This is an optimization exercise on Yosys and OpenROAD, whose aim is a short achievable clock period and few clock cycles, not a production implementation. No run shown here included a check of the RTL's function; only the layout flow was run. Power and IR drop assume default switching activity.

--- flow/run.sh ---
#!/bin/bash
# synth_recipe.tcl (not shown) runs the flow's synth.tcl, then flattens the netlist and writes it again
# the make line also repeats each setting of config.mk as NAME=value (left out here)
make -C /OpenROAD-flow-scripts/flow DESIGN_CONFIG=/design/flow/config.mk WORK_HOME=/design/flow/orfs CLKGATE_MAP_FILE= SYNTH_SCRIPT=/design/flow/synth_recipe.tcl finish
--- flow/config.mk ---
export PLATFORM = sky130hd
export DESIGN_NAME = cpu4
export DESIGN_NICKNAME = cpu4
export VERILOG_FILES = /design/flow/design.v
export SDC_FILE = /design/flow/constraint.sdc
export NUM_CORES = 4
export LEC_CHECK = 0
export CAP_MARGIN = 20
export CORE_MARGIN = 2
export CORE_UTILIZATION = 40
export SETUP_SLACK_MARGIN = 5
export SLEW_MARGIN = 20
export SYNTH_HIERARCHICAL = 1
export SYNTH_MINIMUM_KEEP_SIZE = 0
--- flow/constraint.sdc ---
create_clock -name core_clock -period 8.0 [get_ports {clk}]
set_input_delay 1.6000 -clock core_clock [delete_from_list [all_inputs] [get_ports {clk}]]
set_output_delay 1.6000 -clock core_clock [all_outputs]
set_load 0.01 [all_outputs]
--- flow/design.v ---
module cpu4(input clk,
            input rst,
            output [7:0] imem_addr,
            input [15:0] imem_data,
            output [7:0] dmem_addr,
            output [15:0] dmem_wdata,
            output dmem_we,
            output dmem_re,
            input [15:0] dmem_rdata,
            output rf_we,
            output [3:0] rf_waddr,
            output [15:0] rf_wdata,
            output halted);
    genvar gi;
    reg [7:0]  pc;            
    reg        halted_r;
    reg        e_valid;       
    reg        e_wr;          
    reg        e_ld;          
    reg        e_br;          
    reg        e_pred;        
    reg [5:0]  e_bt;          
    reg [3:0]  e_dst;
    reg [15:0] e_ra;          
    reg [15:0] e_rb;          
    reg [15:0] e_rd;          
    reg [15:0] e_imm;         
    reg        e_fa;          
    reg [3:0]  e_cs;          
    reg [5:0]  e_sb;          
    reg        e_cin;         
    reg [7:0]  e_tgt;         
    reg [7:0]  e_fall;        
    reg        e_zok;         
    reg        e_zpre;        
    reg        e_re_r, e_we_r;
    reg [7:0]  e_daddr;       
    reg [15:0] e_wdata;       
    reg        w_we;
    reg [3:0]  w_addr;
    reg [15:0] w_data;
    reg [15:0] w_fwd;         
    wire [255:0] rfv;
    wire [15:0] zf;
    wire [15:0] e_a = e_fa ? w_fwd : e_ra;
    wire [15:0] e_b = ({16{e_sb[0]}} & e_rb) | ({16{e_sb[1]}} & ~e_rb) |
                      ({16{e_sb[2]}} & e_rd) | ({16{e_sb[3]}} & e_imm) |
                      ({16{e_sb[4]}} & w_fwd) | ({16{e_sb[5]}} & ~w_fwd);
    wire [15:0] alu;
    cpu4_add16 add(.a(e_a), .b(e_b), .cin(e_cin), .s(alu));
    wire [15:0] e_res = e_ld ? dmem_rdata : alu;
    wire t0, t1, t2;
    cpu4_brcmp c0(.bt(e_bt), .x(e_ra), .y(e_rd), .taken(t0));
    cpu4_brcmp c1(.bt(e_bt), .x(w_fwd), .y(e_rd), .taken(t1));
    cpu4_brcmp c2(.bt(e_bt), .x(e_ra), .y(w_fwd), .taken(t2));
    wire taken = (e_cs[0] & t0) | (e_cs[1] & t1) | (e_cs[2] & t2) | e_cs[3];
    wire mispredict = e_valid & e_br & (taken ^ e_pred);
    wire e_fwd = e_valid & e_wr;
    wire alu_zero = ((e_a ^ e_b) == {e_a[14:0] | e_b[14:0], e_cin});
    wire e_zero = e_ld ? (dmem_rdata == 16'd0) : alu_zero;
    generate
        for (gi = 0; gi < 16; gi = gi + 1) begin : R
            reg [15:0] q;
            reg z;
            always @(posedge clk)
                if (e_fwd && e_dst == gi) begin
                    q <= e_res;
                    z <= e_zero;
                end
            assign rfv[gi*16 +: 16] = q;
            assign zf[gi] = z;
        end
    endgenerate
    wire [3:0] op = imem_data[15:12];
    wire [3:0] rd = imem_data[11:8];
    wire [3:0] ra = imem_data[7:4];
    wire [3:0] rb = imem_data[3:0];
    wire f_ld   = (op == 4'd0);
    wire f_st   = (op == 4'd1);
    wire f_rr   = (op == 4'd2) | (op == 4'd3);
    wire f_ri   = (op == 4'd4) | (op == 4'd5);
    wire f_sub  = (op == 4'd3) | (op == 4'd5);
    wire f_halt = (op == 4'd7);
    wire f_bz   = (op == 4'd8);
    wire f_bnz  = (op == 4'd9);
    wire f_beq  = (op == 4'd13);
    wire f_bneq = (op == 4'd14);
    wire f_blt  = (op == 4'd6);
    wire f_bgt  = (op == 4'd15);
    wire f_cmp  = f_beq | f_bneq | f_blt | f_bgt;    
    wire f_br   = f_bz | f_bnz | f_cmp;
    wire f_wr   = f_ld | f_rr | f_ri;
    wire fa = e_fwd & (e_dst == ra);
    wire fb = e_fwd & (e_dst == rb);
    wire fd = e_fwd & (e_dst == rd);
    wire same = (ra == rd);
    wire back = rb[3];
    wire z_ok = ~fa | e_zok;
    wire zf_ra;
    cpu4_mux16 #(.W(1)) zf_rd(.d(zf), .s(ra), .y(zf_ra));
    wire st_pred = (f_beq & (same | back)) | (f_bneq & ~same) |
                   ((f_blt | f_bgt) & ~same & back);
    wire p_z  = f_bz | st_pred;
    wire p_nz = f_bnz | st_pred;
    wire z_ra;
    cpu4_zget zs(.z_ok(z_ok), .fa(fa), .zpre(e_zpre), .zf(zf_ra), .z(z_ra));
    wire f_pred = z_ra ? p_z : p_nz;
    wire [15:0] rf_a, rf_b, rf_d;
    cpu4_mux16 #(.W(16)) rd_a(.d(rfv), .s(ra), .y(rf_a));
    cpu4_mux16 #(.W(16)) rd_b(.d(rfv), .s(rb), .y(rf_b));
    cpu4_mux16 #(.W(16)) rd_d(.d(rfv), .s(rd), .y(rf_d));
    wire [15:0] sx16 = {{12{rb[3]}}, rb};
    wire [15:0] zk = f_sub ? sx16 : (16'd0 - sx16);
    wire f_zpre = (rf_a == zk);
    wire b_imm = f_ri;
    wire b_rd  = f_cmp & ~fd;
    wire b_w   = (f_cmp & fd) | (~f_ri & ~f_cmp & fb & ~f_sub);
    wire b_wn  = ~f_ri & ~f_cmp & fb & f_sub;
    wire b_rb  = ~f_ri & ~f_cmp & ~fb & ~f_sub;
    wire b_rbn = ~f_ri & ~f_cmp & ~fb & f_sub;
    wire [3:0] hi   = pc[7:4];
    wire [3:0] hi_p = hi + 4'd1;
    wire [3:0] hi_m = hi - 4'd1;
    wire [127:0] tgv;
    generate
        for (gi = 0; gi < 16; gi = gi + 1) begin : T
            localparam integer SK = (gi >= 8) ? gi - 16 : gi;
            localparam [4:0] C1 = SK;
            wire [4:0] l1 = {1'b0, pc[3:0]} + C1;
            wire [3:0] h1 = l1[4] ? ((SK < 0) ? hi_m : hi_p) : hi;
            assign tgv[gi*8 +: 8] = {h1, l1[3:0]};    
        end
    endgenerate
    wire [4:0] l3 = {1'b0, pc[3:0]} + 5'd1;
    wire [7:0] pc1 = {l3[4] ? hi_p : hi, l3[3:0]};
    wire [7:0] pc_tgt;
    cpu4_mux16 #(.W(8)) tg(.d(tgv), .s(rb), .y(pc_tgt));
    wire [7:0] e_redir = e_pred ? e_fall : e_tgt;
    wire [7:0] pc_d;
    wire pc_k = rst | mispredict | f_halt | halted_r;
    wire [7:0] pc_kv = rst ? 8'd0 : mispredict ? e_redir : pc;
    cpu4_pcnext pm(.z(z_ra), .t1(~pc_k & p_z), .f1(~pc_k & ~p_z),
                   .t0(~pc_k & p_nz), .f0(~pc_k & ~p_nz),
                   .kterm(pc_kv & {8{pc_k}}), .tgt(pc_tgt), .pc1(pc1),
                   .d(pc_d));
    always @(posedge clk)
        pc <= pc_d;
    wire f_go = ~mispredict & ~f_halt & ~halted_r;
    always @(posedge clk) begin
        if (rst) begin
            halted_r <= 1'b0;
            e_valid <= 1'b0;
            e_re_r <= 1'b0;
            e_we_r <= 1'b0;
            w_we <= 1'b0;
        end else begin
            if (f_halt && !mispredict && !e_fwd)
                halted_r <= 1'b1;
            e_valid <= f_go;
            e_re_r <= f_go & f_ld;
            e_we_r <= f_go & f_st;
            w_we <= e_fwd;
        end
        e_wr <= f_wr;
        e_ld <= f_ld;
        e_br <= f_br;
        e_pred <= f_pred;
        e_bt <= {f_bgt, f_blt, f_bneq, f_beq, f_bnz, f_bz};
        e_dst <= rd;
        e_ra <= rf_a;
        e_rb <= rf_b;
        e_rd <= rf_d;
        e_imm <= f_sub ? ~sx16 : sx16;
        e_fa <= fa;
        e_cs <= {f_cmp & fa & fd & f_beq, f_cmp & ~fa & fd,
                 fa & ~(f_cmp & fd), ~fa & ~(f_cmp & fd)};
        e_sb <= {b_wn, b_w, b_imm, b_rd, b_rbn, b_rb};
        e_cin <= f_sub;
        e_tgt <= pc_tgt;
        e_fall <= pc1;
        e_zok <= f_ri & ~fa;
        e_zpre <= f_zpre;
        if (f_ld | f_st)
            e_daddr <= fa ? e_res[7:0] : rf_a[7:0];
        if (f_st)
            e_wdata <= fb ? e_res : rf_b;
        w_addr <= e_dst;
        w_data <= e_res;
        if (e_fwd)
            w_fwd <= e_res;
    end
    assign imem_addr = pc;
    assign dmem_addr = e_daddr;
    assign dmem_wdata = e_wdata;
    assign dmem_we = e_we_r;
    assign dmem_re = e_re_r;
    assign rf_we = w_we;
    assign rf_waddr = w_addr;
    assign rf_wdata = w_data;
    assign halted = halted_r;
endmodule
module cpu4_mux16 #(parameter W = 16)
                  (input [16*W-1:0] d,
                   input [3:0] s,
                   output [W-1:0] y);
    assign y = d[s*W +: W];
endmodule
module cpu4_add16(input [15:0] a,
                  input [15:0] b,
                  input cin,
                  output [15:0] s);
    wire [16:0] t = {a, 1'b1} + {b, cin};
    assign s = t[16:1];
endmodule
module cpu4_zget(input z_ok,
                 input fa,
                 input zpre,
                 input zf,
                 output z);
    assign z = z_ok & (fa ? zpre : zf);
endmodule
module cpu4_pcnext(input z,
                   input t1,
                   input f1,
                   input t0,
                   input f0,
                   input [7:0] kterm,
                   input [7:0] tgt,
                   input [7:0] pc1,
                   output [7:0] d);
    wire [7:0] d1 = ({8{t1}} & tgt) | ({8{f1}} & pc1);
    wire [7:0] d0 = ({8{t0}} & tgt) | ({8{f0}} & pc1);
    assign d = (z ? d1 : d0) | kterm;
endmodule
module cpu4_brcmp(input [5:0] bt,
                  input [15:0] x,
                  input [15:0] y,
                  output taken);
    wire eq   = (x == y);
    wire zero = (x == 16'd0);
    wire lt   = $signed(x) < $signed(y);
    wire gt   = $signed(x) > $signed(y);
    assign taken = (bt[0] & zero) | (bt[1] & ~zero) | (bt[2] & eq) |
                   (bt[3] & ~eq) | (bt[4] & lt) | (bt[5] & gt);
endmodule
==> summary.txt, run 1 <==
Status
  • Outcome: complete, no violations

Final layout
  • Non-Filler Instances: 2952
  • Most common cell after layout, fill and taps aside: edfxtp_1
  • Synth-to-layout area growth: 23.9%
  • Commonest non-fill, non-tap cells in the layout: 312 x edfxtp_1, 196 x mux4_2, 118 x nand2_1, 113 x inv_1, 110 x dfxtp_1
  • NumNets Final: 2195
  • Layout cell share with drive strength beyond 1: 32.2%

Synthesis
  • Yosys top cell by area: edfxtp_1
  • Asr flop ratio synth: 0%
  • Top post-synthesis cells by area: edfxtp_1 37%, mux4_2 16%, dfxtp_1 10%
  • Share of the synthesized area in the top cell type: 36.6%
  • Post-Syn Nets: 2019
  • Ys Warns: 7
  • EDFF count, synth: 312
  • Syn Inst Count: 1891
  • Post-Syn Area: 25600 um^2
  • Syn_area_per_cell: 13.5 um^2
  • Number of synthesized register bits: 441
  • Register area share after synthesis: 46.7%
  • Count of different cell masters after synthesis: 69
  • Ys flop type: edfxtp_1

Route
  • # DRC: 0
  • Avg WL per Cell: 28.4 um
  • Pre-antenna DRT Iters: 5
  • Final ANT Viol Nets: 0
  • DR iter-0 viols: 1646
  • Vias per cell: 6.13
  • Detailed-route via count: 18091
  • Total Routed Length: 84000 um

Critical path
  • CP cell instances: buf_4 > ha_1 > nand2_2 > o21ai_1 > a221o_1 > nor4_2 > nor3b_1 > or3b_4 > a22oi_2 > nand3b_1 > and4b_4 > nand2b_4 > buf_12 > a21oi_4 > nand2_1 > a31oi_1 > o221a_1
  • Crit path max fanout: 8
  • CP Launch Type: flip-flop
  • Slowest stage delay, CP: 480 ps
  • Crit end category: flip-flop
  • CP required: 8520 ps
  • CP max stage cell: edfxtp_1
  • CP arrival: 4720 ps
  • Kind of critical path: reg -> reg

Clocking
  • CTS Hold Bufs: 0
  • Root Buffer Master: clkbuf_16
  • CTS clk-pin slew, worst paths: 60 ps
  • CTS tree: built
  • Clock Sinks: 441
  • CTS buffer count: 47
  • Max clock buf depth: 3
  • Max H-tree Level: 2
  • Worst skew pair latency: 600 ps

GRT
  • Largest net degree at the start of global routing: 41
  • Initial antenna violation count: 1
  • Gr ovfl total: 0
  • Global-route wire length before repair: 121000 um
  • Number of global-route vias before repair: 18192
  • Total track usage: 24.8%

Place
  • Port Buffers: 89
  • GP Congestion: 0.926
  • Dpl hpwl: 51700 um
  • Placed Cells: 2737

Timing
  • Hold Vio Cnt, Final: 0
  • Final Setup Violations: 0
  • Hold_ws: 502 ps
  • Period utilization: 52.4%
  • TNS Setup: 0 ps
  • RSZ-0062 raised after global routing: yes
  • Worst-margin pin slew: 947 ps
  • Rel. slew slack: 36.7%
  • Final min period: 4200 ps
  • Fmax: 238 MHz
  • Final Slew Violations: 0
  • Clock skew: 16.7 ps

Die
  • Die X: 257 um
  • Die area: 66000 um^2
  • Initial Utilization: 40.5%
  • Row count: 92
  • Chip height: 257 um
  • Ports: 90
  • Floorplan Core Area: 63200 um^2

Pwr
  • Leak Pwr: 11.7 nW
  • Pwr/cell area: 236 nW/um^2
  • VDD IR max: 0.000168 V

Min path
  • Hold WC Path Type: reg -> reg

Job
  • Max-cap violations: 0
-- final timing paths --
path | from | end | slack (ps) | cells after the start
worst max-delay path | w_fwd[6] | pc[4] | 3800 | 17
worst min-delay path | e_dst[0] | w_addr[0] | 500 | 0
worst min register to register | e_dst[0] | w_addr[0] | 500 | 0
worst max register to register | w_fwd[6] | pc[4] | 3800 | 17
-- per-stage QoR --
step / area [um^2] / setup WS, ps / total power [W] / util (%)
5_1_grt: 31700 / 3710 / 0.00776 / 50.2
2_1_floorplan: 25900 / 4310 / 0.00395 / -
4_1_cts: 30800 / 3960 / 0.00730 / 48.7
3_3_place_gp: 27200 / 2900 / 0.00452 / 43.1
6_report: 31700 / 3800 / 0.00749 / 50.2
3_5_place_dp: 27200 / 2820 / 0.00454 / 43.1
-- modules after synthesis, one instance, submodules excluded, excerpt --
| module | flip-flops and latches | copies in the design |
|---|---|---|
| cpu4_pcnext | 0 | 1 |
| cpu4 | 441 | 1 |
| cpu4_add16 | 0 | 1 |
| cpu4_zget | 0 | 1 |
| cpu4_brcmp | 0 | 3 |
-- worst max-delay path, delay by kind of cell, from the launching register on --
family	cells	cell delay [ps]
flip-flops	1	480
adder cells (fa/ha/maj)	1	280
buffers and inverters	2	340
AND/OR/NAND/NOR	8	1650
AO/OA/AOI/OAI	6	1370
-- sequential cells by signal (all words and copies together), names as in the netlist, 4 cells and up --
register and count:
R.q 256, R.z 16, e_ra 16, e_rb 16, e_rd 16, e_wdata 16, w_data 16, w_fwd 16
e_daddr 8, e_fall 8, e_tgt 8, pc 8, e_bt 6, e_sb 6, e_cs 4, e_dst 4
e_imm 4, w_addr 4
-- cell usage after synthesis (47+ instances only) --
master and number:
edfxtp_1 312, mux4_2 180, nand2_1 131, dfxtp_1 129
inv_1 125, a22oi_1 118, ha_1 93, mux2i_1 78
xnor2_1 78, a21oi_1 61, nor2_1 60, mux4_1 48
clkbuf_1 47
-- per-layer routing --
| metal | part of all wire (%) | global-route usage (%) | wire length, um | vias up |
|---|---|---|---|---|
| met3 | 7.0 | 3.72 | 5860 | 229 |
| met4 | 4.8 | 11.5 | 4050 | 0 |
| met2 | 50 | 42.2 | 41700 | 862 |
| met5 | 0 | 0 | 0 | - |
| met1 | 39 | 31.3 | 32400 | 9222 |
| li1 | - | - | - | 7778 |
-- what timing repair did --
| action | CTS | global route |
|---|---|---|
| endpoints found under the setup margin | 471 | 315 |
| gates cloned | 14 | 8 |
| pin swaps | 39 | 50 |
| buffers inserted | 58 | 47 |
| gates resized for setup | 321 | 92 |
-- area by class of cell --
| cell class | instances | area, um^2 |
|---|---|---|
| diodes | 1 | 2.50 |
| repair buffers | 246 | 2870 |
| clock buffers | 63 | 1360 |
| clock inverters | 24 | 343 |
| well taps | 846 | 1060 |
| fillers | 5266 | 31500 |
| multi-input cells | 1205 | 13600 |
| inverters | 126 | 515 |
| flip-flops and latches | 441 | 12000 |
-- logic make-up after synthesis --
family                   share of synthesized area [%]
XOR/XNOR                                          3.95
multiplexers                                      24.8
AO/OA/AOI/OAI                                     7.82
AND/OR/NAND/NOR                                   7.28
adder cells (fa/ha/maj)                           4.67
buffers and inverters                             4.71
flip-flops                                        46.7
-- power by group --
| part | total (W) | leakage [nW] | internal, W | switching [W] |
|---|---|---|---|---|
| Combinational | 0.00218 | 6.97 | 0.000998 | 0.00119 |
| Clock | 0.00240 | 0.820 | 0.00146 | 0.000939 |
| Sequential | 0.00291 | 3.94 | 0.00279 | 0.000120 |
==> run 2: changes to the inputs <==
--- a/flow/design.v
+++ b/flow/design.v
@@ -39,20 +39,20 @@
     reg        w_we;
     reg [3:0]  w_addr;
     reg [15:0] w_data;
-    reg [15:0] w_fwd;         
+    reg        w_zero;        
     wire [255:0] rfv;
     wire [15:0] zf;
-    wire [15:0] e_a = e_fa ? w_fwd : e_ra;
+    wire [15:0] e_a = e_fa ? w_data : e_ra;
     wire [15:0] e_b = ({16{e_sb[0]}} & e_rb) | ({16{e_sb[1]}} & ~e_rb) |
                       ({16{e_sb[2]}} & e_rd) | ({16{e_sb[3]}} & e_imm) |
-                      ({16{e_sb[4]}} & w_fwd) | ({16{e_sb[5]}} & ~w_fwd);
+                      ({16{e_sb[4]}} & w_data) | ({16{e_sb[5]}} & ~w_data);
     wire [15:0] alu;
     cpu4_add16 add(.a(e_a), .b(e_b), .cin(e_cin), .s(alu));
     wire [15:0] e_res = e_ld ? dmem_rdata : alu;
     wire t0, t1, t2;
     cpu4_brcmp c0(.bt(e_bt), .x(e_ra), .y(e_rd), .taken(t0));
-    cpu4_brcmp c1(.bt(e_bt), .x(w_fwd), .y(e_rd), .taken(t1));
-    cpu4_brcmp c2(.bt(e_bt), .x(e_ra), .y(w_fwd), .taken(t2));
+    cpu4_brcmp c1(.bt(e_bt), .x(w_data), .y(e_rd), .taken(t1));
+    cpu4_brcmp c2(.bt(e_bt), .x(e_ra), .y(w_data), .taken(t2));
     wire taken = (e_cs[0] & t0) | (e_cs[1] & t1) | (e_cs[2] & t2) | e_cs[3];
     wire mispredict = e_valid & e_br & (taken ^ e_pred);
     wire e_fwd = e_valid & e_wr;
@@ -62,13 +62,14 @@
         for (gi = 0; gi < 16; gi = gi + 1) begin : R
             reg [15:0] q;
             reg z;
+            wire wr = w_we && w_addr == gi;
             always @(posedge clk)
-                if (e_fwd && e_dst == gi) begin
-                    q <= e_res;
-                    z <= e_zero;
+                if (wr) begin
+                    q <= w_data;
+                    z <= w_zero;
                 end
-            assign rfv[gi*16 +: 16] = q;
-            assign zf[gi] = z;
+            assign rfv[gi*16 +: 16] = wr ? w_data : q;
+            assign zf[gi] = wr ? w_zero : z;
         end
     endgenerate
     wire [3:0] op = imem_data[15:12];
@@ -180,14 +181,11 @@
         e_fall <= pc1;
         e_zok <= f_ri & ~fa;
         e_zpre <= f_zpre;
-        if (f_ld | f_st)
-            e_daddr <= fa ? e_res[7:0] : rf_a[7:0];
-        if (f_st)
-            e_wdata <= fb ? e_res : rf_b;
+        e_daddr <= fa ? e_res[7:0] : rf_a[7:0];
+        e_wdata <= fb ? e_res : rf_b;
         w_addr <= e_dst;
         w_data <= e_res;
-        if (e_fwd)
-            w_fwd <= e_res;
+        w_zero <= e_zero;
     end
     assign imem_addr = pc;
     assign dmem_addr = e_daddr;
@@ -236,10 +234,36 @@
                   input [15:0] x,
                   input [15:0] y,
                   output taken);
-    wire eq   = (x == y);
+    wire [15:0] xu = {~x[15], x[14:0]};
+    wire [15:0] yu = {~y[15], y[14:0]};
+    wire [15:0] g0 = xu & ~yu;
+    wire [15:0] l0 = ~xu & yu;
+    wire [15:0] e0 = ~(xu ^ yu);
+    wire [7:0] g1, l1, e1;
+    wire [3:0] g2, l2, e2;
+    wire [1:0] g3, l3, e3;
+    genvar i;
+    generate
+        for (i = 0; i < 8; i = i + 1) begin : L1
+            assign g1[i] = g0[2*i+1] | (e0[2*i+1] & g0[2*i]);
+            assign l1[i] = l0[2*i+1] | (e0[2*i+1] & l0[2*i]);
+            assign e1[i] = e0[2*i+1] & e0[2*i];
+        end
+        for (i = 0; i < 4; i = i + 1) begin : L2
+            assign g2[i] = g1[2*i+1] | (e1[2*i+1] & g1[2*i]);
+            assign l2[i] = l1[2*i+1] | (e1[2*i+1] & l1[2*i]);
+            assign e2[i] = e1[2*i+1] & e1[2*i];
+        end
+        for (i = 0; i < 2; i = i + 1) begin : L3
+            assign g3[i] = g2[2*i+1] | (e2[2*i+1] & g2[2*i]);
+            assign l3[i] = l2[2*i+1] | (e2[2*i+1] & l2[2*i]);
+            assign e3[i] = e2[2*i+1] & e2[2*i];
+        end
+    endgenerate
+    wire gt = g3[1] | (e3[1] & g3[0]);
+    wire lt = l3[1] | (e3[1] & l3[0]);
+    wire eq = e3[1] & e3[0];
     wire zero = (x == 16'd0);
-    wire lt   = $signed(x) < $signed(y);
-    wire gt   = $signed(x) > $signed(y);
     assign taken = (bt[0] & zero) | (bt[1] & ~zero) | (bt[2] & eq) |
                    (bt[3] & ~eq) | (bt[4] & lt) | (bt[5] & gt);
 endmodule
==> run 2 against run 1 <==
First-iteration DRC count rose by 1.1%. Sequential power fell by 16%. Register-to-register slack improved by 220 ps. Synthesized cell count rose by 23%. Design area rose by 4.5%. Sequential share of layout area fell by 12 points. Sequential cell count fell by 15. Critical path type unchanged.
==> summary.txt, run 2 <==
Status
  • Outcome: complete, no violations

Min path
  • Hold WC Path Type: reg -> reg

Place
  • Port Buffers: 89
  • Dpl hpwl: 52500 um
  • Place WS: 3040 ps
  • GP Congestion: 0.839

Timing
  • Worst-margin pin slew: 829 ps
  • Final min period: 3980 ps
  • Hold Vio Cnt, Final: 0
  • Final Setup Violations: 0
  • TNS Setup: 0 ps
  • Fmax: 251 MHz
  • RSZ-0062 raised after global routing: yes
  • Final Worst Setup Slack: 4020 ps
  • Period utilization: 49.7%
  • Clock skew: 17.4 ps
  • Rel. slew slack: 44.6%
  • Final Slew Violations: 0

Critical path
  • R2R Path Start: e_rd[3]
  • Crit end category: flip-flop
  • Crit path from: e_rd[3]
  • Kind of critical path: reg -> reg
  • Critical Path Sink: pc[1]
  • Register-to-Register Path Depth: 16
  • Crit path max fanout: 5
  • R2r setup slk: 4020 ps
  • CP arrival: 4460 ps
  • CP required: 8480 ps
  • R2r endpoint: pc[1]
  • CP Launch Type: flip-flop

Final layout
  • Layout cell share with drive strength beyond 1: 42.4%
  • Most common cell after layout, fill and taps aside: dfxtp_1
  • NumNets Final: 2679
  • Final core occ: 50.3%
  • Commonest non-fill, non-tap cells in the layout: 366 x dfxtp_1, 284 x mux2_2, 191 x mux4_2, 158 x inv_1, 133 x buf_4
  • Synth-to-layout area growth: 24.4%
  • Reg with most FFs: R.q
  • Sequential standard cell area: 8710 um^2
  • Multi-input logic area: 17600 um^2
  • Fill count: 5691
  • Max reg flops: 256

Clocking
  • Max clock buf depth: 3
  • CTS tree: built
  • Root Buffer Master: clkbuf_16
  • Max H-tree Level: 2
  • Worst skew pair latency: 600 ps
  • CTS clk-pin slew, worst paths: 60 ps
  • Clock Sinks: 426
  • CTS buffer count: 47

Die
  • Floorplan Core Area: 65900 um^2
  • Row count: 94
  • Chip height: 262 um
  • Initial Utilization: 40.4%
  • Ports: 90
  • Die X: 262 um
  • Die area: 68700 um^2

Synthesis
  • Register area share after synthesis: 32.0%
  • Syn_area_per_cell: 11.5 um^2
  • Commonest cells post-synth: 426 x dfxtp_1, 288 x mux2_2, 180 x mux4_2
  • Asr flop ratio synth: 0%
  • Synth Area in XOR/XNOR: 3.70%
  • Yosys top cell by area: dfxtp_1
  • Post-Syn Area: 26600 um^2
  • Ys flop type: dfxtp_1
  • Synth Area in Compound Gates: 8.41%
  • Syn Inst Count: 2318
  • Post-Synth Adder-Cell Area: 6.69%
  • Post-synthesis mux area share: 35.6%
  • Simple-Gate Fraction of Synth Area: 7.31%
  • EDFF count, synth: 0
  • Number of synthesized register bits: 426
  • Most frequent cell after synthesis: dfxtp_1
  • Share of the synthesized area in the top cell type: 32.0%
  • Ys Warns: 7
  • Largest family of logic cells by synthesized area: multiplexers
  • Count of different cell masters after synthesis: 79
  • Post-Syn Nets: 2493
  • Top post-synthesis cells by area: dfxtp_1 32%, mux4_2 15%, mux2_2 12%

GRT
  • Number of global-route vias before repair: 20696
  • Global-route wire length before repair: 132000 um
  • Initial antenna violation count: 5
  • Gr ovfl total: 0
  • Total track usage: 25.8%
  • Largest net degree at the start of global routing: 57

Route
  • Avg WL per Cell: 26.1 um
  • Detailed-route via count: 20543
  • Vias per cell: 6.02
  • # DRC: 0
  • Final ANT Viol Nets: 0
  • Pre-antenna DRT Iters: 5
  • DR iter-0 viols: 1664
  • Total Routed Length: 89100 um

Pwr
  • Sequential share of power: 36.6%
  • Clock power share: 34.9%
  • Switch Pwr: 0.00208 W
  • Sw Share: 31.4%
  • Leak Pwr: 13.7 nW
  • Share of power burned in combinational logic: 28.6%
  • Cell internal pwr: 0.00456 W
  • VDD IR max: 0.000160 V
  • Pwr/cell area: 200 nW/um^2

Job
  • Max-cap violations: 0
## run 2: cell types whose count changed in the layout (fill, tap and decap cells not counted), sizes merged, moves of 16 or more
cell,previous run,this run
buf,152,222
edfxtp,312,0
dlygate4sd2,53,36
ha,93,140
a21o,8,26
nand2,132,116
inv,122,174
dfxtp,129,426
mux2,23,301
## run 2: how the worst min path moves through the flow
stage	slack [ps]	from	cells after the start	to
detailed placement	420	e_dst[1]	0	w_addr[1]
finish	410	e_dst[0]	0	w_addr[0]
CTS	420	e_dst[0]	0	w_addr[0]
global route	420	e_dst[0]	0	w_addr[0]
global placement	420	e_dst[1]	0	w_addr[1]
floorplan	400	e_dst[1]	0	w_addr[1]
## run 2: critical path, stage by stage (launching register included)
cell      delay (ps)
dfxtp_4          380
inv_1             70
ha_4             280
nand4_1          180
nor4_2           330
mux2_2           370
a311oi_2         200
nand4_1          280
a21oi_2          280
nand3b_1         150
and4b_4          250
o31ai_4          220
buf_6            180
a211oi_2          60
a211oi_2         260
or2b_1           250
o221a_1          110
## run 2: final cells by class
cell class                      count  area share (%)
Tap cell                          864            3.26
Sequential cell                   426            26.3
Antenna cell                        3          0.0227
Multi-Input combinational cell   1548            53.0
Inverter                          173            2.00
Clock inverter                     25           0.876
Clock buffer                       63            4.10
Timing Repair Buffer              308            10.5
## run 2: power by group through the flow
| stage | combinational, W | clock, W | sequential [W] |
|---|---|---|---|
| after floorplan | 0.00110 | 0 | 0.00244 |
| after global placement | 0.00136 | 0 | 0.00257 |
| after detailed placement | 0.00140 | 0 | 0.00258 |
| after CTS | 0.00180 | 0.00234 | 0.00242 |
| after global routing | 0.00203 | 0.00243 | 0.00244 |
| final | 0.00190 | 0.00232 | 0.00243 |
## run 2: per-module statistics from Yosys, one instance, submodules excluded, excerpt
module | cell area, um^2 | times used
cpu4_pcnext | 399 | 1
cpu4_zget | 16.3 | 1
cpu4_add16 | 718 | 1
cpu4 | 16000 | 1
cpu4_brcmp | 836 | 3
## run 2: kinds of logic (layout without fill, tap and decap cells)
group,after synthesis,after routing
XOR/XNOR,111,111
AND/OR/NAND/NOR,363,366
AO/OA/AOI/OAI,327,327
other,0,3
flip-flops,426,426
multiplexers,602,602
adder cells (fa/ha/maj),142,142
buffers and inverters,347,569
## run 2: what timing repair did
item	in CTS	in global routing
endpoints found under the setup margin	169	55
hold buffers	0	0
gates cloned	10	1
pin swaps	48	48
endpoints found under the hold margin	0	0
setup buffers	160	17
resized for setup	343	108
## run 2: per-stage QoR
stage	instances	total power (W)	hold slack (ps)	cell area (um^2)
after floorplan	2318	0.00354	396	27000
after global placement	3131	0.00393	415	28100
after detailed placement	3131	0.00398	416	28100
after CTS	3389	0.00657	421	32600
after global routing	3409	0.00690	424	33100
final	3410	0.00664	415	33100
## run 2: routing by layer
layer | GRT usage [%] | share of wire [%] | up-vias
met1 | 32.5 | 40 | 10406
met5 | 0 | 0.012 | -
met2 | 43.7 | 49 | 896
li1 | - | - | 9037
met3 | 4.66 | 7.5 | 202
met4 | 10.4 | 4.0 | 2
==> run 3: changes to the inputs <==
--- a/flow/design.v
+++ b/flow/design.v
@@ -138,11 +138,11 @@
     cpu4_mux16 #(.W(8)) tg(.d(tgv), .s(rb), .y(pc_tgt));
     wire [7:0] e_redir = e_pred ? e_fall : e_tgt;
     wire [7:0] pc_d;
-    wire pc_k = rst | mispredict | f_halt | halted_r;
-    wire [7:0] pc_kv = rst ? 8'd0 : mispredict ? e_redir : pc;
-    cpu4_pcnext pm(.z(z_ra), .t1(~pc_k & p_z), .f1(~pc_k & ~p_z),
-                   .t0(~pc_k & p_nz), .f0(~pc_k & ~p_nz),
-                   .kterm(pc_kv & {8{pc_k}}), .tgt(pc_tgt), .pc1(pc1),
+    wire hold = f_halt | halted_r;
+    cpu4_pcnext pm(.z(z_ra), .t1(~hold & p_z), .f1(~hold & ~p_z),
+                   .t0(~hold & p_nz), .f0(~hold & ~p_nz), .h(hold),
+                   .pc(pc), .tgt(pc_tgt), .pc1(pc1),
+                   .m(mispredict | rst), .redir(rst ? 8'd0 : e_redir),
                    .d(pc_d));
     always @(posedge clk)
         pc <= pc_d;
@@ -222,13 +222,17 @@
                    input f1,
                    input t0,
                    input f0,
-                   input [7:0] kterm,
+                   input h,
+                   input [7:0] pc,
                    input [7:0] tgt,
                    input [7:0] pc1,
+                   input m,
+                   input [7:0] redir,
                    output [7:0] d);
-    wire [7:0] d1 = ({8{t1}} & tgt) | ({8{f1}} & pc1);
-    wire [7:0] d0 = ({8{t0}} & tgt) | ({8{f0}} & pc1);
-    assign d = (z ? d1 : d0) | kterm;
+    wire [7:0] d1 = ({8{t1}} & tgt) | ({8{f1}} & pc1) | ({8{h}} & pc);
+    wire [7:0] d0 = ({8{t0}} & tgt) | ({8{f0}} & pc1) | ({8{h}} & pc);
+    wire [7:0] df = z ? d1 : d0;
+    assign d = m ? redir : df;
 endmodule
 module cpu4_brcmp(input [5:0] bt,
                   input [15:0] x,
==> run 3 against run 2 <==
Die area decreased by 1.0%. Sequential cell count unchanged. Sequential power about the same. Utilization fell by 1.6 points. Area after synthesis down 1.0%. Sequential share of layout area rose by 1.0 points. Maximum frequency increased by 14%. Critical path depth shrank 4. Cell count shrank 2.1%.
==> summary.txt, run 3 <==
Timing
  • TNS Setup: 0 ps
  • Hold Vio Cnt, Final: 0
  • Worst-margin pin slew: 852 ps
  • Rel. slew slack: 42.8%
  • Final Worst Setup Slack: 4510 ps
  • Final Setup Violations: 0
  • Final Slew Violations: 0
  • Final min period: 3490 ps
  • RSZ-0062 raised after global routing: yes
  • Clock skew: 16.7 ps
  • Period utilization: 43.6%
  • Fmax: 287 MHz

Clocking
  • CTS Hold Bufs: 0
  • Clock Sinks: 426
  • CTS clk-pin slew, worst paths: 70 ps
  • Max clock buf depth: 3
  • CTS buffer count: 45
  • Max H-tree Level: 2
  • Worst skew pair latency: 590 ps
  • CTS tree: built
  • Root Buffer Master: clkbuf_16

Final layout
  • Max reg flops: 256
  • NumNets Final: 2611
  • Reg with most FFs: R.q
  • Commonest non-fill, non-tap cells in the layout: 360 x dfxtp_1, 292 x mux2_2, 198 x mux4_2, 153 x inv_1, 125 x a22oi_1
  • Synth-to-layout area growth: 21.1%
  • Most common cell after layout, fill and taps aside: dfxtp_1
  • Layout cell share with drive strength beyond 1: 40.4%

Synthesis
  • Post-Synth Adder-Cell Area: 6.72%
  • Post-synthesis mux area share: 35.8%
  • Share of the synthesized area in the top cell type: 32.4%
  • Simple-Gate Fraction of Synth Area: 6.96%
  • Commonest cells post-synth: 426 x dfxtp_1, 298 x mux2_2, 180 x mux4_2
  • Largest family of logic cells by synthesized area: multiplexers
  • EDFF count, synth: 0
  • Yosys top cell by area: dfxtp_1
  • Most frequent cell after synthesis: dfxtp_1
  • Count of different cell masters after synthesis: 71
  • Synth Area in XOR/XNOR: 3.77%
  • Top post-synthesis cells by area: dfxtp_1 32%, mux4_2 15%, mux2_2 13%
  • Register area share after synthesis: 32.4%
  • Post-Syn Nets: 2476
  • Syn Inst Count: 2301
  • Synth Area in Compound Gates: 8.37%
  • Number of synthesized register bits: 426
  • Ys Warns: 7
  • Asr flop ratio synth: 0%
  • Syn_area_per_cell: 11.5 um^2
  • Ys flop type: dfxtp_1
  • Post-Syn Area: 26400 um^2

Die
  • Die area: 68000 um^2
  • Ports: 90
  • Row count: 94
  • Die X: 261 um
  • Initial Utilization: 40.2%
  • Chip height: 261 um
  • Floorplan Core Area: 65500 um^2

GRT
  • Global-route wire length before repair: 132000 um
  • Total track usage: 25.9%
  • Gr ovfl total: 0
  • Initial antenna violation count: 6
  • Number of global-route vias before repair: 20393
  • Largest net degree at the start of global routing: 71

Critical path
  • Kind of critical path: reg -> reg
  • Crit path max fanout: 15
  • Crit end category: flip-flop
  • CP required: 8500 ps
  • CP arrival: 3990 ps
  • CP Launch Type: flip-flop

Route
  • Avg WL per Cell: 26.6 um
  • Final ANT Viol Nets: 0
  • # DRC: 0
  • Vias per cell: 6.06
  • Detailed-route via count: 20213
  • Total Routed Length: 88900 um
  • Pre-antenna DRT Iters: 6
  • DR iter-0 viols: 1752

Place
  • Port Buffers: 89
  • Place WS: 3340 ps
  • Dpl hpwl: 55400 um
  • GP Congestion: 0.864

Pwr
  • Pwr/cell area: 211 nW/um^2
  • Leak Pwr: 13.2 nW
  • VDD IR max: 0.000146 V
  • Power consumption: 0.00673 W

Job
  • Max-cap violations: 0

Min path
  • Hold WC Path Type: reg -> reg

Status
  • Outcome: complete, no violations
==> run 3: cell types whose count changed after synthesis, sizes merged, moves of 7 or more <==
cell / delta
a211oi: -15
a22oi: +14
a21oi: +8
a31oi: -8
inv: -8
o221a: -8
nand3: -7
nor2b: +7
==> run 3: worst max-delay path, stage by stage (launching register included) <==
cell,delay (ps)
dfxtp_2,360
nand3b_1,250
nor2_2,290
buf_8,270
mux2_2,410
mux4_2,460
a22oi_1,250
nand2_1,250
nor4_1,260
nand2_1,140
nor3_4,180
mux2i_1,110
nor3_1,150
==> run 3: where the power goes <==
group	switching [W]	internal [W]	total (W)
clock	0.000918	0.00129	0.00220
sequential	0.000130	0.00230	0.00243
combinational	0.00110	0.000999	0.00209
==> run 3: kinds of logic (layout without fill, tap and decap cells) <==
family | after synthesis | in the layout
AO/OA/AOI/OAI | 327 | 327
XOR/XNOR | 112 | 112
adder cells (fa/ha/maj) | 141 | 141
buffers and inverters | 341 | 509
flip-flops | 426 | 426
multiplexers | 603 | 603
other | 0 | 3
AND/OR/NAND/NOR | 351 | 352
==> run 3: final timing paths <==
kind / start / to / slack [ps] / depth (start not counted)
max reg2reg: w_addr[1] / e_zpre / 4510 / 12
max: w_addr[1] / e_zpre / 4510 / 12
min reg2reg: e_dst[0] / w_addr[0] / 420 / 0
min: e_dst[0] / w_addr[0] / 420 / 0
==> run 3: area by class of cell <==
class / instances / area (um^2)
flip-flops and latches: 426 / 8710
well taps: 864 / 1080
clock buffers: 59 / 1270
clock inverters: 22 / 259
diodes: 3 / 7.51
repair buffers: 263 / 2790
multi-input cells: 1535 / 17200
inverters: 165 / 621
fillers: 5745 / 33600
==> run 3: what timing repair did <==
action,in CTS,in global routing
gates resized for setup,350,102
pin swaps,49,24
endpoints found under the hold margin,0,0
endpoints found under the setup margin,168,69
buffers inserted,112,10
cloned,9,0
==> run 3: per-stage QoR <==
stage | utilization, % | cell area (um^2) | instances | hold WS, ps
2_1_floorplan | - | 26500 | 2301 | 397
3_3_place_gp | 42.2 | 27700 | 3122 | 419
3_5_place_dp | 42.2 | 27700 | 3122 | 416
4_1_cts | 48.0 | 31400 | 3324 | 420
5_1_grt | 48.7 | 31900 | 3337 | 427
6_report | 48.7 | 31900 | 3337 | 418
==> run 3: metal layers <==
| layer | global-route usage, % | wire length [um] | vias to the layer above | share of wire [%] |
|---|---|---|---|---|
| li1 | - | - | 8837 | - |
| met1 | 34.0 | 36300 | 10224 | 41 |
| met2 | 42.2 | 41700 | 933 | 47 |
| met3 | 4.86 | 7150 | 217 | 8.0 |
| met4 | 10.1 | 3670 | 2 | 4.1 |
| met5 | 0 | 13 | - | 0.015 |
==> run 3: modules after synthesis (local to each module, per instance), excerpt <==
module       cells  copies in the design
cpu4          1328                     1
cpu4_brcmp     110                     3
cpu4_add16      95                     1
cpu4_pcnext     58                     1
cpu4_zget        2                     1
==> run 4: changes to the inputs <==
--- a/flow/design.v
+++ b/flow/design.v
@@ -31,8 +31,9 @@
     reg        e_cin;         
     reg [7:0]  e_tgt;         
     reg [7:0]  e_fall;        
-    reg        e_zok;         
-    reg        e_zpre;        
+    reg        s_pend;        
+    reg        s_miss;        
+    reg [7:0]  s_redir;       
     reg        e_re_r, e_we_r;
     reg [7:0]  e_daddr;       
     reg [15:0] e_wdata;       
@@ -50,14 +51,20 @@
     cpu4_add16 add(.a(e_a), .b(e_b), .cin(e_cin), .s(alu));
     wire [15:0] e_res = e_ld ? dmem_rdata : alu;
     wire t0, t1, t2;
-    cpu4_brcmp c0(.bt(e_bt), .x(e_ra), .y(e_rd), .taken(t0));
-    cpu4_brcmp c1(.bt(e_bt), .x(w_data), .y(e_rd), .taken(t1));
-    cpu4_brcmp c2(.bt(e_bt), .x(e_ra), .y(w_data), .taken(t2));
+    wire s0, s1, s2;
+    cpu4_brcmp c0(.bt(e_bt), .x(e_ra), .y(e_rd), .taken(t0), .slow(s0));
+    cpu4_brcmp c1(.bt(e_bt), .x(w_data), .y(e_rd), .taken(t1), .slow(s1));
+    cpu4_brcmp c2(.bt(e_bt), .x(e_ra), .y(w_data), .taken(t2), .slow(s2));
     wire taken = (e_cs[0] & t0) | (e_cs[1] & t1) | (e_cs[2] & t2) | e_cs[3];
-    wire mispredict = e_valid & e_br & (taken ^ e_pred);
+    wire taken_s = (e_cs[0] & s0) | (e_cs[1] & s1) | (e_cs[2] & s2);
+    wire e_slow = e_bt[4] | e_bt[5];
+    wire mispredict2 = s_pend & s_miss;
+    wire mispredict = (e_valid & e_br & ~e_slow & (taken ^ e_pred)) | mispredict2;
     wire e_fwd = e_valid & e_wr;
     wire alu_zero = ((e_a ^ e_b) == {e_a[14:0] | e_b[14:0], e_cin});
     wire e_zero = e_ld ? (dmem_rdata == 16'd0) : alu_zero;
+    wire e_zfwd;
+    cpu4_zero16 ez(.a(e_a), .b(e_b), .cin(e_cin), .z(e_zfwd));
     generate
         for (gi = 0; gi < 16; gi = gi + 1) begin : R
             reg [15:0] q;
@@ -96,7 +103,7 @@
     wire fd = e_fwd & (e_dst == rd);
     wire same = (ra == rd);
     wire back = rb[3];
-    wire z_ok = ~fa | e_zok;
+    wire z_ok = ~fa | ~e_ld;
     wire zf_ra;
     cpu4_mux16 #(.W(1)) zf_rd(.d(zf), .s(ra), .y(zf_ra));
     wire st_pred = (f_beq & (same | back)) | (f_bneq & ~same) |
@@ -104,15 +111,13 @@
     wire p_z  = f_bz | st_pred;
     wire p_nz = f_bnz | st_pred;
     wire z_ra;
-    cpu4_zget zs(.z_ok(z_ok), .fa(fa), .zpre(e_zpre), .zf(zf_ra), .z(z_ra));
+    cpu4_zget zs(.z_ok(z_ok), .fa(fa), .zpre(e_zfwd), .zf(zf_ra), .z(z_ra));
     wire f_pred = z_ra ? p_z : p_nz;
     wire [15:0] rf_a, rf_b, rf_d;
     cpu4_mux16 #(.W(16)) rd_a(.d(rfv), .s(ra), .y(rf_a));
     cpu4_mux16 #(.W(16)) rd_b(.d(rfv), .s(rb), .y(rf_b));
     cpu4_mux16 #(.W(16)) rd_d(.d(rfv), .s(rd), .y(rf_d));
     wire [15:0] sx16 = {{12{rb[3]}}, rb};
-    wire [15:0] zk = f_sub ? sx16 : (16'd0 - sx16);
-    wire f_zpre = (rf_a == zk);
     wire b_imm = f_ri;
     wire b_rd  = f_cmp & ~fd;
     wire b_w   = (f_cmp & fd) | (~f_ri & ~f_cmp & fb & ~f_sub);
@@ -138,29 +143,32 @@
     cpu4_mux16 #(.W(8)) tg(.d(tgv), .s(rb), .y(pc_tgt));
     wire [7:0] e_redir = e_pred ? e_fall : e_tgt;
     wire [7:0] pc_d;
-    wire hold = f_halt | halted_r;
+    wire st_wait = f_st & e_valid & e_slow;
+    wire hold = f_halt | halted_r | st_wait;
     cpu4_pcnext pm(.z(z_ra), .t1(~hold & p_z), .f1(~hold & ~p_z),
                    .t0(~hold & p_nz), .f0(~hold & ~p_nz), .h(hold),
                    .pc(pc), .tgt(pc_tgt), .pc1(pc1),
-                   .m(mispredict | rst), .redir(rst ? 8'd0 : e_redir),
+                   .m(mispredict | rst), .redir(rst ? 8'd0 : mispredict2 ? s_redir : e_redir),
                    .d(pc_d));
     always @(posedge clk)
         pc <= pc_d;
-    wire f_go = ~mispredict & ~f_halt & ~halted_r;
+    wire f_go = ~mispredict & ~f_halt & ~halted_r & ~st_wait;
     always @(posedge clk) begin
         if (rst) begin
             halted_r <= 1'b0;
+            s_pend <= 1'b0;
             e_valid <= 1'b0;
             e_re_r <= 1'b0;
             e_we_r <= 1'b0;
             w_we <= 1'b0;
         end else begin
-            if (f_halt && !mispredict && !e_fwd)
+            if (f_halt && !mispredict && !e_fwd && !(e_valid && e_slow))
                 halted_r <= 1'b1;
+            s_pend <= e_valid & e_slow & ~mispredict2;
             e_valid <= f_go;
             e_re_r <= f_go & f_ld;
             e_we_r <= f_go & f_st;
-            w_we <= e_fwd;
+            w_we <= e_fwd & ~mispredict2;
         end
         e_wr <= f_wr;
         e_ld <= f_ld;
@@ -179,8 +187,8 @@
         e_cin <= f_sub;
         e_tgt <= pc_tgt;
         e_fall <= pc1;
-        e_zok <= f_ri & ~fa;
-        e_zpre <= f_zpre;
+        s_miss <= taken_s ^ e_pred;
+        s_redir <= e_redir;
         e_daddr <= fa ? e_res[7:0] : rf_a[7:0];
         e_wdata <= fb ? e_res : rf_b;
         w_addr <= e_dst;
@@ -237,37 +245,19 @@
 module cpu4_brcmp(input [5:0] bt,
                   input [15:0] x,
                   input [15:0] y,
-                  output taken);
-    wire [15:0] xu = {~x[15], x[14:0]};
-    wire [15:0] yu = {~y[15], y[14:0]};
-    wire [15:0] g0 = xu & ~yu;
-    wire [15:0] l0 = ~xu & yu;
-    wire [15:0] e0 = ~(xu ^ yu);
-    wire [7:0] g1, l1, e1;
-    wire [3:0] g2, l2, e2;
-    wire [1:0] g3, l3, e3;
-    genvar i;
-    generate
-        for (i = 0; i < 8; i = i + 1) begin : L1
-            assign g1[i] = g0[2*i+1] | (e0[2*i+1] & g0[2*i]);
-            assign l1[i] = l0[2*i+1] | (e0[2*i+1] & l0[2*i]);
-            assign e1[i] = e0[2*i+1] & e0[2*i];
-        end
-        for (i = 0; i < 4; i = i + 1) begin : L2
-            assign g2[i] = g1[2*i+1] | (e1[2*i+1] & g1[2*i]);
-            assign l2[i] = l1[2*i+1] | (e1[2*i+1] & l1[2*i]);
-            assign e2[i] = e1[2*i+1] & e1[2*i];
-        end
-        for (i = 0; i < 2; i = i + 1) begin : L3
-            assign g3[i] = g2[2*i+1] | (e2[2*i+1] & g2[2*i]);
-            assign l3[i] = l2[2*i+1] | (e2[2*i+1] & l2[2*i]);
-            assign e3[i] = e2[2*i+1] & e2[2*i];
-        end
-    endgenerate
-    wire gt = g3[1] | (e3[1] & g3[0]);
-    wire lt = l3[1] | (e3[1] & l3[0]);
-    wire eq = e3[1] & e3[0];
+                  output taken,
+                  output slow);
+    wire eq   = (x == y);
     wire zero = (x == 16'd0);
+    wire lt   = $signed(x) < $signed(y);
+    wire gt   = $signed(x) > $signed(y);
     assign taken = (bt[0] & zero) | (bt[1] & ~zero) | (bt[2] & eq) |
-                   (bt[3] & ~eq) | (bt[4] & lt) | (bt[5] & gt);
-endmodule
+                   (bt[3] & ~eq);
+    assign slow = (bt[4] & lt) | (bt[5] & gt);
+endmodule
+module cpu4_zero16(input [15:0] a,
+                   input [15:0] b,
+                   input cin,
+                   output z);
+    assign z = ((a ^ b) == {a[14:0] | b[14:0], cin});
+endmodule
==> run 4 against run 3 <==
Maximum frequency increased by 4.2%. First-iteration DRC count decreased by 1.6%. Combinational power is 6% lower. Critical path depth up 3. Synthesized cell count decreased by 2.9%. Design area shrank 2.3%. Clock-buffer cell count rose by 7. Die area down 1.2%. Critical endpoint is now pc[1]. Highest routed layer unchanged.
==> summary.txt, run 4 <==
Min path
  • Hold Startpoint: e_dst[2]
  • Hold WC Path Type: reg -> reg

Final layout
  • Max reg flops: 256
  • Design area: 31200 um^2
  • Synth-to-layout area growth: 19.7%
  • Number of diodes: 0
  • Non-Filler Instances: 3253
  • NumNets Final: 2500
  • Fill count: 5681
  • Reg with most FFs: R.q
  • Layout cell share with drive strength beyond 1: 39.3%
  • Most common cell after layout, fill and taps aside: dfxtp_1
  • Commonest non-fill, non-tap cells in the layout: 393 x dfxtp_1, 314 x mux2_2, 195 x mux4_2, 128 x a22oi_1, 123 x inv_1

Die
  • Die X: 259 um
  • Initial Utilization: 40.4%
  • Chip height: 259 um
  • Ports: 90
  • Floorplan Core Area: 64500 um^2
  • Row count: 93
  • Die area: 67200 um^2

Critical path
  • Crit path from: e_sb[3]
  • CP required: 8470 ps
  • Crit path max fanout: 7
  • Kind of critical path: reg -> reg
  • CP arrival: 3820 ps
  • R2r setup slk: 4650 ps
  • CP Launch Type: flip-flop
  • Crit end category: flip-flop
  • R2R Path Start: e_sb[3]

Timing
  • Worst-margin pin slew: 637 ps
  • Final Slew Violations: 0
  • Clock skew: 21.9 ps
  • Final min period: 3350 ps
  • Period utilization: 41.8%
  • Rel. slew slack: 57.4%
  • Final Worst Setup Slack: 4650 ps
  • Hold Vio Cnt, Final: 0
  • TNS Setup: 0 ps
  • Final Setup Violations: 0
  • RSZ-0062 raised after global routing: yes
  • Fmax: 299 MHz

Pwr
  • Power consumption: 0.00676 W
  • Share of power burned in combinational logic: 28.9%
  • Pwr/cell area: 217 nW/um^2
  • Switch Pwr: 0.00211 W
  • Leak Pwr: 12.8 nW
  • VDD IR max: 0.000151 V
  • Clock power share: 34.2%
  • Sequential share of power: 36.9%
  • Sw Share: 31.3%
  • Cell internal pwr: 0.00464 W

Place
  • Cell Area, Placed: 27300 um^2
  • Port Buffers: 89
  • GP Congestion: 0.883
  • Place WS: 3130 ps
  • Placed Cells: 3036
  • Dpl hpwl: 52400 um

GRT
  • Largest net degree at the start of global routing: 62
  • Gr ovfl total: 0
  • Number of global-route vias before repair: 20052
  • Global-route wire length before repair: 126000 um
  • Initial antenna violation count: 2
  • Total track usage: 25.0%

Clocking
  • Max clock buf depth: 3
  • Root Buffer Master: clkbuf_16
  • Worst skew pair latency: 600 ps
  • Clock Sinks: 434
  • CTS buffer count: 47
  • Max H-tree Level: 2
  • CTS clk-pin slew, worst paths: 60 ps
  • CTS tree: built

Synthesis
  • Count of different cell masters after synthesis: 65
  • Number of synthesized register bits: 434
  • Syn_area_per_cell: 11.7 um^2
  • Most frequent cell after synthesis: dfxtp_1
  • Asr flop ratio synth: 0%
  • Post-Syn Area: 26000 um^2
  • EDFF count, synth: 0
  • Ys Warns: 7
  • Post-Syn Nets: 2375
  • Ys flop type: dfxtp_1
  • Yosys top cell by area: dfxtp_1
  • Commonest cells post-synth: 434 x dfxtp_1, 327 x mux2_2, 180 x mux4_2
  • Top post-synthesis cells by area: dfxtp_1 33%, mux4_2 16%, mux2_2 14%
  • Share of the synthesized area in the top cell type: 33.4%
  • Syn Inst Count: 2234
  • Register area share after synthesis: 33.4%

Job
  • Max-cap violations: 0

Route
  • # DRC: 0
  • Vias per cell: 6.11
  • Detailed-route via count: 19864
  • Final ANT Viol Nets: 0
  • DR iter-0 viols: 1724
  • Total Routed Length: 85900 um
  • Avg WL per Cell: 26.4 um
  • Pre-antenna DRT Iters: 5

Status
  • Outcome: complete, no violations
run 4: per-module statistics from Yosys, one instance, submodules excluded, a selection:
module,area (um^2),flip-flops and latches,times used,cells
cpu4_zero16,487,0,1,67
cpu4_brcmp,529,0,3,72
cpu4_zget,16.3,0,1,2
cpu4_add16,724,0,1,96
cpu4_pcnext,379,0,1,58
cpu4,15900,434,1,1307
run 4: cell families (layout without fill, tap and decap cells):
kind of cell	Yosys count	after routing	synth area share [%]
multiplexers	616	616	36.9
flip-flops	434	434	33.4
AND/OR/NAND/NOR	375	376	7.68
buffers and inverters	308	471	5.55
AO/OA/AOI/OAI	270	270	7.13
XOR/XNOR	124	124	4.22
adder cells (fa/ha/maj)	107	107	5.17
run 4: routing by layer:
layer | up-vias | part of all wire, % | global-route usage, %
met1 | 10132 | 41 | 31.8
met2 | 909 | 47 | 41.0
met4 | 2 | 4.8 | 11.5
li1 | 8608 | - | -
met3 | 213 | 7.7 | 4.83
met5 | - | 0.015 | 0
run 4: critical path, cell delays in order, from the launching register on:
cell     delay [ps]
dfxtp_4         390
and2_4          260
buf_6           130
a21oi_1          30
and3_4          210
inv_2            80
inv_1            50
ha_1            270
xor2_1          150
nand4_1         160
nor4_4          560
mux2i_1         180
nor2b_2         240
nor2b_4         270
a22o_1          190
a21oi_2          50
run 4: through the flow:
stage / util [%] / hold slack (ps)
6_report: 48.4 / 414
4_1_cts: 47.7 / 412
3_5_place_dp: 42.3 / 417
5_1_grt: 48.4 / 423
2_1_floorplan: - / 396
3_3_place_gp: 42.3 / 421
run 4: timing repair:
item,CTS,global route
gates cloned,5,3
buffers inserted,111,10
hold buffers,0,0
setup endpoints to repair,162,38
pin swaps,47,38
gates resized for setup,291,65
run 4: cell type report:
class                           instances  area [um^2]  share of cell area [%]
Multi-Input combinational cell       1493        16600                    53.2
Timing Repair Buffer                  247         2510                    8.06
Clock buffer                           66         1380                    4.42
Inverter                              136          527                    1.69
Clock inverter                         22          273                   0.875
Sequential cell                       434         8820                    28.3
Tap cell                              855         1070                    3.43
run 4: final timing paths:
| path | cells past startpoint | to |
|---|---|---|
| setup / recovery | 15 | pc[1] |
| hold / removal | 0 | w_addr[2] |
| setup reg to reg | 15 | pc[1] |
| hold reg to reg | 0 | w_addr[2] |
run 4: power groups by stage:
stage	Sequential, W	Clock [W]	Combinational [W]
floorplan	0.00248	0	0.00126
global placement	0.00262	0	0.00153
detailed placement	0.00263	0	0.00158
CTS	0.00248	0.00233	0.00189
global route	0.00251	0.00241	0.00209
finish	0.00249	0.00231	0.00196
==> run 5: changes to the inputs <==
--- a/flow/config.mk
+++ b/flow/config.mk
@@ -7,7 +7,8 @@
 export LEC_CHECK = 0
 export CAP_MARGIN = 20
 export CORE_MARGIN = 2
-export CORE_UTILIZATION = 40
+export CORE_UTILIZATION = 60
+export GPL_TIMING_DRIVEN = 1
 export SETUP_SLACK_MARGIN = 5
 export SLEW_MARGIN = 20
 export SYNTH_HIERARCHICAL = 1
==> run 5 against run 4 <==
Sequential cell count is the same. Non-clock buffer count increased by 21. Register-to-register slack better by 80 ps. Clock power decreased by 6%. Utilization up 24 points. Clock-buffer cell count grew 6. Sequential share of layout area about the same. Cell count is 7.7% lower. Setup slack better by 84 ps. Die area shrank 33%. Still clean on timing, DRC and antenna. Global-route usage increased by 14 points. Routed wire length is 1.1% higher.
==> summary.txt, run 5 <==
Synthesis
  • Asr flop ratio synth: 0%
  • Ys flop type: dfxtp_1
  • Ys Warns: 7
  • Yosys top cell by area: dfxtp_1
  • Number of synthesized register bits: 434
  • Syn Inst Count: 2234
  • Top post-synthesis cells by area: dfxtp_1 33%, mux4_2 16%, mux2_2 14%
  • Commonest cells post-synth: 434 x dfxtp_1, 327 x mux2_2, 180 x mux4_2
  • Syn_area_per_cell: 11.7 um^2
  • Post-Syn Nets: 2375
  • Count of different cell masters after synthesis: 65
  • Most frequent cell after synthesis: dfxtp_1
  • EDFF count, synth: 0
  • Post-Syn Area: 26000 um^2
  • Share of the synthesized area in the top cell type: 33.4%
  • Register area share after synthesis: 33.4%

Critical path
  • CP arrival: 3740 ps
  • R2r setup slk: 4740 ps
  • R2R Path Start: w_we
  • R2r endpoint: pc[7]
  • Kind of critical path: reg -> reg
  • Crit path max fanout: 10
  • CP required: 8480 ps
  • Crit end category: flip-flop
  • CP Launch Type: flip-flop
  • Register-to-Register Path Depth: 14

Final layout
  • Non-Filler Instances: 3002
  • Most common cell after layout, fill and taps aside: dfxtp_1
  • NumNets Final: 2520
  • Final core occ: 72.6%
  • Synth-to-layout area growth: 19.9%
  • Layout cell share with drive strength beyond 1: 41.2%
  • Reg with most FFs: R.q
  • Max reg flops: 256
  • Commonest non-fill, non-tap cells in the layout: 386 x dfxtp_1, 313 x mux2_2, 196 x mux4_2, 118 x a22oi_1, 118 x buf_4

Timing
  • TNS Setup: 0 ps
  • Final min period: 3260 ps
  • Worst-margin pin slew: 664 ps
  • Rel. slew slack: 55.7%
  • Final Setup Violations: 0
  • Final Slew Violations: 0
  • Period utilization: 40.8%
  • Hold Vio Cnt, Final: 0
  • Fmax: 306 MHz
  • Clock skew: 21.8 ps
  • RSZ-0062 raised after global routing: yes

Clocking
  • CTS tree: built
  • Max clock buf depth: 3
  • CTS Hold Bufs: 0
  • Max H-tree Level: 2
  • CTS clk-pin slew, worst paths: 60 ps
  • CTS buffer count: 47
  • Worst skew pair latency: 600 ps
  • Root Buffer Master: clkbuf_16
  • Clock Sinks: 434

Route
  • Vias per cell: 6.72
  • Pre-antenna DRT Iters: 5
  • # DRC: 0
  • Final ANT Viol Nets: 0
  • Total Routed Length: 86800 um
  • Avg WL per Cell: 28.9 um
  • Detailed-route via count: 20163
  • DR iter-0 viols: 2076

Pwr
  • Pwr/cell area: 214 nW/um^2
  • VDD IR max: 0.000202 V
  • Leak Pwr: 12.9 nW
  • Power consumption: 0.00669 W

Place
  • Placed Cells: 2781
  • Dpl hpwl: 54600 um
  • Port Buffers: 89
  • GP Congestion: 0.935

Min path
  • Hold WC Path Type: reg -> reg
  • WHS Endpoint: w_addr[0]
  • Hold depth: 0
  • Hold Startpoint: e_dst[0]

GRT
  • Global-route wire length before repair: 127000 um
  • Number of global-route vias before repair: 19732
  • Gr ovfl total: 0
  • Initial antenna violation count: 5
  • Total track usage: 38.7%
  • Largest net degree at the start of global routing: 52

Die
  • Floorplan Core Area: 43000 um^2
  • Die area: 45100 um^2
  • Ports: 90
  • Row count: 76
  • Initial Utilization: 60.6%
  • Die X: 212 um
  • Chip height: 212 um

Status
  • Outcome: complete, no violations

Job
  • Max-cap violations: 0
-- run 5: cell counts after synthesis --
Identical to the previous run, type by type.
-- run 5: Yosys stat by module (local to each module, per instance), excerpt --
module       flip-flops and latches  copies in the design
cpu4                            434                     1
cpu4_add16                        0                     1
cpu4_brcmp                        0                     3
cpu4_zero16                       0                     1
cpu4_pcnext                       0                     1
cpu4_zget                         0                     1
-- run 5: worst max-delay path by stage --
| stage | from | endpoint | slack [ps] | cells after the start |
|---|---|---|---|---|
| after global placement | imem_data[8] | pc[6] | 3530 | 8 |
| after CTS | w_data[3] | pc[6] | 4780 | 14 |
| final | w_we | pc[7] | 4740 | 14 |
| after detailed placement | imem_data[8] | pc[6] | 3430 | 8 |
| after floorplan | imem_data[4] | pc[6] | 4860 | 9 |
| after global routing | e_sb[3] | pc[7] | 4630 | 16 |
-- run 5: routing by layer --
metal  global-route usage [%]  up-vias  wire, um
li1                         -     8666         -
met1                     47.9    10096     33000
met2                     61.5     1086     40300
met3                     9.00      311      7940
met4                     23.8        4      5580
met5                        0        -        26
-- run 5: cell type report --
class	instances	area, um^2
flip-flops and latches	434	8830
clock buffers	72	1370
repair buffers	268	2920
diodes	3	7.51
inverters	136	528
multi-input cells	1492	16700
well taps	585	732
clock inverters	12	159
fillers	3082	11800
-- run 5: through the flow --
| stage | hold WS [ps] | setup slack (ps) | cell area [um^2] |
|---|---|---|---|
| final | 413 | 4740 | 31200 |
| after global routing | 420 | 4630 | 31200 |
| after CTS | 408 | 4780 | 30700 |
| after detailed placement | 408 | 3430 | 27100 |
| after global placement | 413 | 3530 | 27000 |
| after floorplan | 396 | 4860 | 26200 |
-- run 5: cells by family (layout without fill, tap and decap cells) --
| kind of cell | count (synthesis) | in the layout | synth area share [%] |
|---|---|---|---|
| AND/OR/NAND/NOR | 375 | 375 | 7.68 |
| multiplexers | 616 | 616 | 36.9 |
| XOR/XNOR | 124 | 124 | 4.22 |
| buffers and inverters | 308 | 488 | 5.55 |
| other | 0 | 3 | 0 |
| AO/OA/AOI/OAI | 270 | 270 | 7.13 |
| adder cells (fa/ha/maj) | 107 | 107 | 5.17 |
| flip-flops | 434 | 434 | 33.4 |
-- run 5: timing repair --
item	4_1_cts	5_1_grt
pin swaps	41	42
gates resized for setup	354	99
setup endpoints to repair	163	43
setup buffers	105	20
hold endpoints to repair	0	0
gates cloned	8	1
-- run 5: power by group --
part	internal, W	total (W)	switching (W)
logic	0.000960	0.00201	0.00105
clock network	0.00128	0.00218	0.000905
registers	0.00236	0.00250	0.000143
total	0.00459	0.00669	0.00210
-- run 5: worst max-delay path, stage by stage (launching register included) --
cell,delay [ps]
dfxtp_2,410
nor3b_4,300
buf_4,180
nand2_4,130
buf_6,230
mux2_2,310
mux4_2,470
mux2i_1,140
mux2i_1,120
mux2i_1,190
nor2b_2,90
buf_4,150
nor2_4,180
a22o_1,180
a21oi_2,60
==> run 6: changes to the inputs <==
--- a/flow/config.mk
+++ b/flow/config.mk
@@ -7,7 +7,7 @@
 export LEC_CHECK = 0
 export CAP_MARGIN = 20
 export CORE_MARGIN = 2
-export CORE_UTILIZATION = 60
+export CORE_UTILIZATION = 25
 export GPL_TIMING_DRIVEN = 1
 export SETUP_SLACK_MARGIN = 5
 export SLEW_MARGIN = 20
==> run 6 against run 5 <==
Still clean. Combinational power about the same. Synthesized cell count unchanged. Maximum frequency shrank 4.5%. Clock power grew 13%. Register-to-register slack got worse by 150 ps. Die area is 140% higher. Via count decreased by 2.4%. Cell count is 26% higher. Largest power group unchanged.
==> summary.txt, run 6 <==
Pwr
  • Share of power burned in combinational logic: 29.1%
  • Sw Share: 31.3%
  • Sequential share of power: 35.7%
  • Leak Pwr: 12.8 nW
  • Pwr/cell area: 220 nW/um^2

Final layout
  • Most common cell after layout, fill and taps aside: dfxtp_1
  • Design area: 31700 um^2
  • Sequential standard cell area: 8820 um^2
  • Non-Filler Instances: 3778
  • Multi-input logic area: 16400 um^2
  • Synth-to-layout area growth: 21.9%
  • Final core occ: 30.7%
  • Fill count: 10445
  • Commonest non-fill, non-tap cells in the layout: 389 x dfxtp_1, 325 x mux2_2, 195 x mux4_2, 128 x a22oi_1, 122 x inv_1

Synthesis
  • Commonest cells post-synth: 434 x dfxtp_1, 327 x mux2_2, 180 x mux4_2
  • Most frequent cell after synthesis: dfxtp_1
  • Register area share after synthesis: 33.4%
  • EDFF count, synth: 0
  • Syn Inst Count: 2234
  • Yosys top cell by area: dfxtp_1
  • Post-Syn Nets: 2375
  • Ys Warns: 7

GRT
  • Number of global-route vias before repair: 18907
  • Largest net degree at the start of global routing: 68
  • Gr ovfl total: 0
  • Global-route wire length before repair: 128000 um
  • Total track usage: 16.1%

Place
  • Dpl hpwl: 54900 um

Timing
  • Clock skew: 66.4 ps
  • Worst-margin pin slew: 742 ps
  • Rel. slew slack: 50.4%
  • Final min period: 3420 ps
  • Period utilization: 42.7%

Clocking
  • CTS clk-pin slew, worst paths: 60 ps
  • CTS buffer count: 49
  • Root Buffer Master: clkbuf_16
  • CTS Hold Bufs: 0

Job
  • Max-cap violations: 0

Route
  • # DRC: 0
  • Vias per cell: 5.21

Die
  • Initial Utilization: 25.2%
  • Chip height: 327 um
  • Row count: 118
  • Die area: 107000 um^2

Status
  • Outcome: complete, no violations

Min path
  • Hold WC Path Type: reg -> reg

Critical path
  • Slowest stage delay, CP: 530 ps
  • CP max stage cell: nor4_4
  • Crit end category: flip-flop
[run 6: cell count changes in the layout (fill, tap and decap cells not counted), moves of 10 or more]
cell / before / now
buf_12: 29 / 17
mux2_2: 313 / 325
mux2_4: 14 / 2
a21oi_1: 46 / 57
buf_6: 22 / 11
a22oi_1: 118 / 128
a22oi_2: 12 / 2
[run 6: final cells by class]
class | count | share of cell area [%]
timing repair buffer | 244 | 7.82
tap | 1380 | 5.44
clock inverter | 23 | 1.18
inverter | 136 | 1.63
clock buffer | 67 | 4.45
sequential | 434 | 27.8
antenna | 1 | 0.00788
multi-input combinational | 1493 | 51.7
[run 6: final timing paths]
path,from,to,slack [ps],depth (start not counted)
setup / recovery,e_sb[4],pc[6],4580,14
hold / removal,e_dst[3],w_addr[3],420,0
setup reg to reg,e_sb[4],pc[6],4580,14
hold reg to reg,e_dst[3],w_addr[3],420,0
[run 6: stage by stage]
step | hold WS (ps) | total power [W]
finish | 421 | 0.00697
global route | 431 | 0.00725
detailed placement | 415 | 0.00425
floorplan | 396 | 0.00374
global placement | 416 | 0.00423
CTS | 424 | 0.00693
[run 6: cells by family (layout without fill, tap and decap cells)]
group           Yosys count  count (layout)  synth area share [%]
mux                     616             616                  36.9
flops                   434             434                  33.4
simple gates            375             376                  7.68
buf+inv                 308             470                  5.55
compound gates          270             270                  7.13
xor+xnor                124             124                  4.22
fa+ha+maj               107             107                  5.17
other cells               0               1                     0
[run 6: per-module statistics from Yosys (local to each module, per instance), a selection]
| module | cells inside | area, um^2 | times used | flops+latches |
|---|---|---|---|---|
| cpu4 | 1307 | 15900 | 1 | 434 |
| cpu4_add16 | 96 | 724 | 1 | 0 |
| cpu4_brcmp | 72 | 529 | 3 | 0 |
| cpu4_pcnext | 58 | 379 | 1 | 0 |
| cpu4_zero16 | 67 | 487 | 1 | 0 |
| cpu4_zget | 2 | 16.3 | 1 | 0 |
[run 6: worst max-delay path, delay by kind of cell (launching register included)]
family / cells / cell delay (ps)
flops: 1 / 440
fa+ha+maj: 1 / 280
compound gates: 2 / 260
mux: 2 / 250
xor+xnor: 1 / 250
simple gates: 5 / 1420
buf+inv: 3 / 380
[run 6: metal layers]
layer / track usage [%] / share of wire, % / up-vias
li1: - / - / 8611
met1: 22.8 / 44 / 9883
met2: 24.2 / 43 / 987
met3: 3.77 / 9.9 / 184
met4: 4.61 / 3.0 / 12
met5: 0 / 0.083 / -
[run 6: what timing repair did]
item	in CTS	in global routing
gates resized for setup	280	57
endpoints found under the hold margin	0	0
buffers inserted	83	20
endpoints found under the setup margin	144	43
cloned	9	0
pin swaps	27	22
[run 6: power groups by stage]
stage / Sequential [W] / Clock, W / Combinational [W]
CTS: 0.00249 / 0.00249 / 0.00195
finish: 0.00249 / 0.00246 / 0.00203
floorplan: 0.00248 / 0 / 0.00126
global placement: 0.00260 / 0 / 0.00163
detailed placement: 0.00260 / 0 / 0.00165
global route: 0.00251 / 0.00258 / 0.00216
